Background: an optimization exercise with open tools, aiming at a short achievable clock period and few clock cycles. Do not read the settings as production practice. Where RTL was checked, it was by simulation tests only, not by an equivalence proof against the original. No activity file was given, so power comes from the tool's default toggle rates.

## branch juniper
Design mips, start of the top module:
module mips(input  logic        clk, reset,
            output logic [31:0] pc,
            input  logic [31:0] instr,
            output logic        memwrite,
            output logic [31:0] aluout, writedata,
            input  logic [31:0] readdata);
clock: 9.0 ns
lec_check: 0
cap_margin: 20
core_margin: 2
core_utilization: 40
setup_slack_margin: 5
slew_margin: 20
standard.sh (not shown) runs the stock make flow with config.mk's settings and CLKGATE_MAP_FILE= SYNTH_SCRIPT=/design/flow/synth_recipe.tcl, a recipe that flattens the netlist after the stock synthesis.
==> flow/flow/run.sh <==
#!/bin/bash
# Standard ORFS layout (the standard.sh) with these changes to how it is
# made (constraints unchanged):
#  - ports are buffered with buf_4 instead of the default delay buffer, and
#    the resizer may change a cell's footprint.
set -euo pipefail
bash standard.sh finish SETUP_SLACK_MARGIN=6.6 MATCH_CELL_FOOTPRINT=0 \
  "BUFFER_PORTS_ARGS=-buffer_cell sky130_fd_sc_hd__buf_4" CTS_CLUSTER_SIZE=20 CTS_CLUSTER_DIAMETER=60 > make_finish.log 2>&1
branch juniper finished end to end and its layout was clean on timing, DRC and antenna.
diff inputs: branch juniper => branch sierra
--- a/flow/flow/run.sh
+++ b/flow/flow/run.sh
@@ -5,4 +5,4 @@
 #    the resizer may change a cell's footprint.
 set -euo pipefail
-bash standard.sh finish SETUP_SLACK_MARGIN=6.6 MATCH_CELL_FOOTPRINT=0 \
+bash standard.sh finish SETUP_SLACK_MARGIN=6.2 MATCH_CELL_FOOTPRINT=0 \
   "BUFFER_PORTS_ARGS=-buffer_cell sky130_fd_sc_hd__buf_4" CTS_CLUSTER_SIZE=20 CTS_CLUSTER_DIAMETER=60 > make_finish.log 2>&1
## What came out
branch sierra: done, clean on timing, DRC and antenna
Summary: with branch juniper as the reference, met1 layer wirelength in the final routing in branch sierra moved down slightly.
Compare branch juniper and branch sierra | number of cells on the worst reg-to-reg path higher: branch juniper
Taking branch juniper as the reference, in branch sierra wire length saw a decrease; clock network power share now larger.
No functional check of the RTL was part of any run of this note.

========
== try-yarrow ==
mips, a different RTL version from the one above (not shown whole).
For scale: about 5,800 cells after synthesis, ~1,500 flip-flops, about 160 I/O pins, ~78,000 um2 of cells after synthesis.
// mips
module mips(input  logic        clk, reset,
            output logic [31:0] pc,
            input  logic [31:0] instr,
            output logic        memwrite,
            output logic [31:0] aluout, writedata,
            input  logic [31:0] readdata);
Settings: LEC_CHECK=0, CAP_MARGIN=20, CORE_MARGIN=2, CORE_UTILIZATION=40, SETUP_SLACK_MARGIN=5, SLEW_MARGIN=20; clock period 9.0 ns.
==> flow/flow/run.sh <==
#!/bin/bash
# Standard ORFS layout (the standard.sh) with these changes to how it is
# made (constraints unchanged):
#  - ports are buffered with buf_4 instead of the default delay buffer, and
#    the resizer may change a cell's footprint.
set -euo pipefail
bash standard.sh finish SETUP_SLACK_MARGIN=6.6 MATCH_CELL_FOOTPRINT=0 \
  "BUFFER_PORTS_ARGS=-buffer_cell sky130_fd_sc_hd__buf_4" CTS_CLUSTER_SIZE=20 CTS_CLUSTER_DIAMETER=60 > make_finish.log 2>&1
In summary, try-yarrow completed successfully, with a layout that passed the timing, DRC and antenna checks.
What try-delta does differently from try-yarrow at the input level:
diff --git a/flow/flow/run.sh b/flow/flow/run.sh
--- a/flow/flow/run.sh
+++ b/flow/flow/run.sh
@@ -5,4 +5,4 @@
 #    the resizer may change a cell's footprint.
 set -euo pipefail
-bash standard.sh finish SETUP_SLACK_MARGIN=6.6 MATCH_CELL_FOOTPRINT=0 \
+bash standard.sh finish SETUP_SLACK_MARGIN=6.2 MATCH_CELL_FOOTPRINT=0 \
   "BUFFER_PORTS_ARGS=-buffer_cell sky130_fd_sc_hd__buf_4" CTS_CLUSTER_SIZE=20 CTS_CLUSTER_DIAMETER=60 > make_finish.log 2>&1
Findings:
Looking at try-yarrow and try-delta, the register area is a wash.
Post-route setup TNS delta (try-yarrow -> try-delta): insignificant
Cell area | try-delta vs try-yarrow | try-delta smaller
Taking try-yarrow as the reference point, the count of buffers added by post-CTS timing repair for setup of try-delta falls by 27%.
Comparing try-yarrow and try-delta, met3 wire length is lower on try-delta.
For try-delta, the largest cell class by area was registers, unlike try-yarrow, where it was multi-input gates.
Changes observed in try-delta relative to try-yarrow: normalized max-slew margin about even, sequential cell count did not really move, worst setup slack down 0.0075 ns.
Edits applied to the flow inputs when going from try-delta to try-willow:
diff --git a/flow/flow/run.sh b/flow/flow/run.sh
--- a/flow/flow/run.sh
+++ b/flow/flow/run.sh
@@ -5,4 +5,4 @@
 #    the resizer may change a cell's footprint.
 set -euo pipefail
-bash standard.sh finish SETUP_SLACK_MARGIN=6.2 MATCH_CELL_FOOTPRINT=0 \
+bash standard.sh finish SETUP_SLACK_MARGIN=6.6 MATCH_CELL_FOOTPRINT=0 \
   "BUFFER_PORTS_ARGS=-buffer_cell sky130_fd_sc_hd__buf_4" CTS_CLUSTER_SIZE=20 CTS_CLUSTER_DIAMETER=60 > make_finish.log 2>&1
diff --git a/flow/config.mk b/flow/config.mk
--- a/flow/config.mk
+++ b/flow/config.mk
@@ -9,4 +9,5 @@
 export CORE_MARGIN = 2
 export CORE_UTILIZATION = 40
+export PLACE_DENSITY = 0.65
 export SETUP_SLACK_MARGIN = 5
 export SLEW_MARGIN = 20
Findings:
- No run among try-willow and try-delta stopped early or left any final violation; all are clean.
- Compared try-willow vs try-delta, and worst max-slew margin expressed relative to the limit is down in try-willow.
- Comparing worst setup margin for try-willow and try-delta, the bigger number came from try-delta.
- Between try-delta and try-willow, the flow reports design area increasing by a few percent.
- Looking at non-clock buffer count, try-willow sits 188 higher than try-delta does.
- For the number of antenna violations at the first check in global routing, try-willow came in 1 lower than try-delta did.
For try-indigo, these inputs were changed with respect to try-willow:
diff --git a/flow/flow/run.sh b/flow/flow/run.sh
--- a/flow/flow/run.sh
+++ b/flow/flow/run.sh
@@ -6,3 +6,3 @@
 set -euo pipefail
 bash standard.sh finish SETUP_SLACK_MARGIN=6.6 MATCH_CELL_FOOTPRINT=0 \
-  "BUFFER_PORTS_ARGS=-buffer_cell sky130_fd_sc_hd__buf_4" CTS_CLUSTER_SIZE=20 CTS_CLUSTER_DIAMETER=60 > make_finish.log 2>&1
+  "BUFFER_PORTS_ARGS=-buffer_cell sky130_fd_sc_hd__buf_4" CTS_CLUSTER_SIZE=16 CTS_CLUSTER_DIAMETER=50 > make_finish.log 2>&1
diff --git a/flow/config.mk b/flow/config.mk
--- a/flow/config.mk
+++ b/flow/config.mk
@@ -9,5 +9,4 @@
 export CORE_MARGIN = 2
 export CORE_UTILIZATION = 40
-export PLACE_DENSITY = 0.65
 export SETUP_SLACK_MARGIN = 5
 export SLEW_MARGIN = 20
Results
From try-willow to try-indigo the numbers moved as follows: time the final worst path needs with I/O delays and setup down 0.047 ns, final cell area excluding filler cells moved up. Sequential share of cell area (higher): try-willow. Non-clock buffer count in the final layout: try-indigo vs try-willow up 78. Number of antenna violations at the first check in global routing: try-indigo < try-willow.
Function was not checked in any run of this note: the RTL went through the layout flow alone.

========
Another version of the RTL of mips (not shown whole).
Size in the first run: about 5800 cells after synthesis, about 1500 flip-flops, roughly 160 I/O pins.
clock: 9.0 ns
lec_check: 0
cap_margin: 20
core_margin: 2
core_utilization: 40
setup_slack_margin: 5
slew_margin: 20
==> flow/flow/run.sh <==
#!/bin/bash
# Standard ORFS layout (the standard.sh) with these changes to how it is
# made (constraints unchanged):
#  - ports are buffered with buf_4 instead of the default delay buffer, and
#    the resizer may change a cell's footprint.
set -euo pipefail
bash standard.sh finish SETUP_SLACK_MARGIN=6.6 MATCH_CELL_FOOTPRINT=0 \
  "BUFFER_PORTS_ARGS=-buffer_cell sky130_fd_sc_hd__buf_4" CTS_CLUSTER_SIZE=20 CTS_CLUSTER_DIAMETER=60 > make_finish.log 2>&1
Testbench counts at the start, summed over its fixed seeds: cycles 11,864.
Edit:
--- a/flow/flow/run.sh
+++ b/flow/flow/run.sh
@@ -6,3 +6,3 @@
 set -euo pipefail
 bash standard.sh finish SETUP_SLACK_MARGIN=6.6 MATCH_CELL_FOOTPRINT=0 \
-  "BUFFER_PORTS_ARGS=-buffer_cell sky130_fd_sc_hd__buf_4" CTS_CLUSTER_SIZE=20 CTS_CLUSTER_DIAMETER=60 > make_finish.log 2>&1
+  "BUFFER_PORTS_ARGS=-buffer_cell sky130_fd_sc_hd__buf_4" CTS_CLUSTER_SIZE=16 CTS_CLUSTER_DIAMETER=50 > make_finish.log 2>&1
- via count went down by 0.88%
- wire length fell by 0.91%
- clock skew went down by 0.0040 ns
- final area falls by 0.81%
- worst setup slack degrades by 0.082 ns
- final cell count shrinks by 0.65%
- die area stays the same
- utilization fell by 0.45 points

==> port drivers added, routing unchanged <==
In the flow no input, the clock included, has a driving cell. The finished layouts below were timed again as built, in two steps. Step 1: set_driving_cell puts a clkbuf_16 on clk and a buf_2 on each other input, an assumption about the parent block. Step 2 times the ports against the registers' clock, not the clock port: input delays grow and output delays shrink by t, the midpoint of the rising clock arrivals with the driver on. a / b / c = no drivers / after step 1 / after step 2; a / b = the first two.
| run | shift t [ns] | setup slack, ns | worst setup path after step 2 |
|---|---|---|---|
| branch juniper | 0.929 | 5.435 / 5.478 / 4.549 | input to register |
| branch sierra | 0.907 | 5.405 / 5.405 / 4.547 | input to register |
| try-yarrow | 0.880 | 5.632 / 5.578 / 4.816 | input to register |
| try-delta | 0.873 | 5.624 / 5.624 / 4.938 | input to register |
| try-willow | 0.903 | 5.556 / 5.556 / 4.693 | input to register |
| try-indigo | 0.926 | 5.604 / 5.557 / 4.836 | input to register |
| the first run of note 3 | 0.920 | 5.672 / 5.643 / 4.910 | input to register |
| the second run of note 3 | 0.913 | 5.590 / 5.590 / 4.861 | input to register |
After both steps every run listed still meets setup and hold. For branch juniper, which loses most, drivers alone change the setup slack by +0.043 ns; drivers and shift together by -0.886 ns.
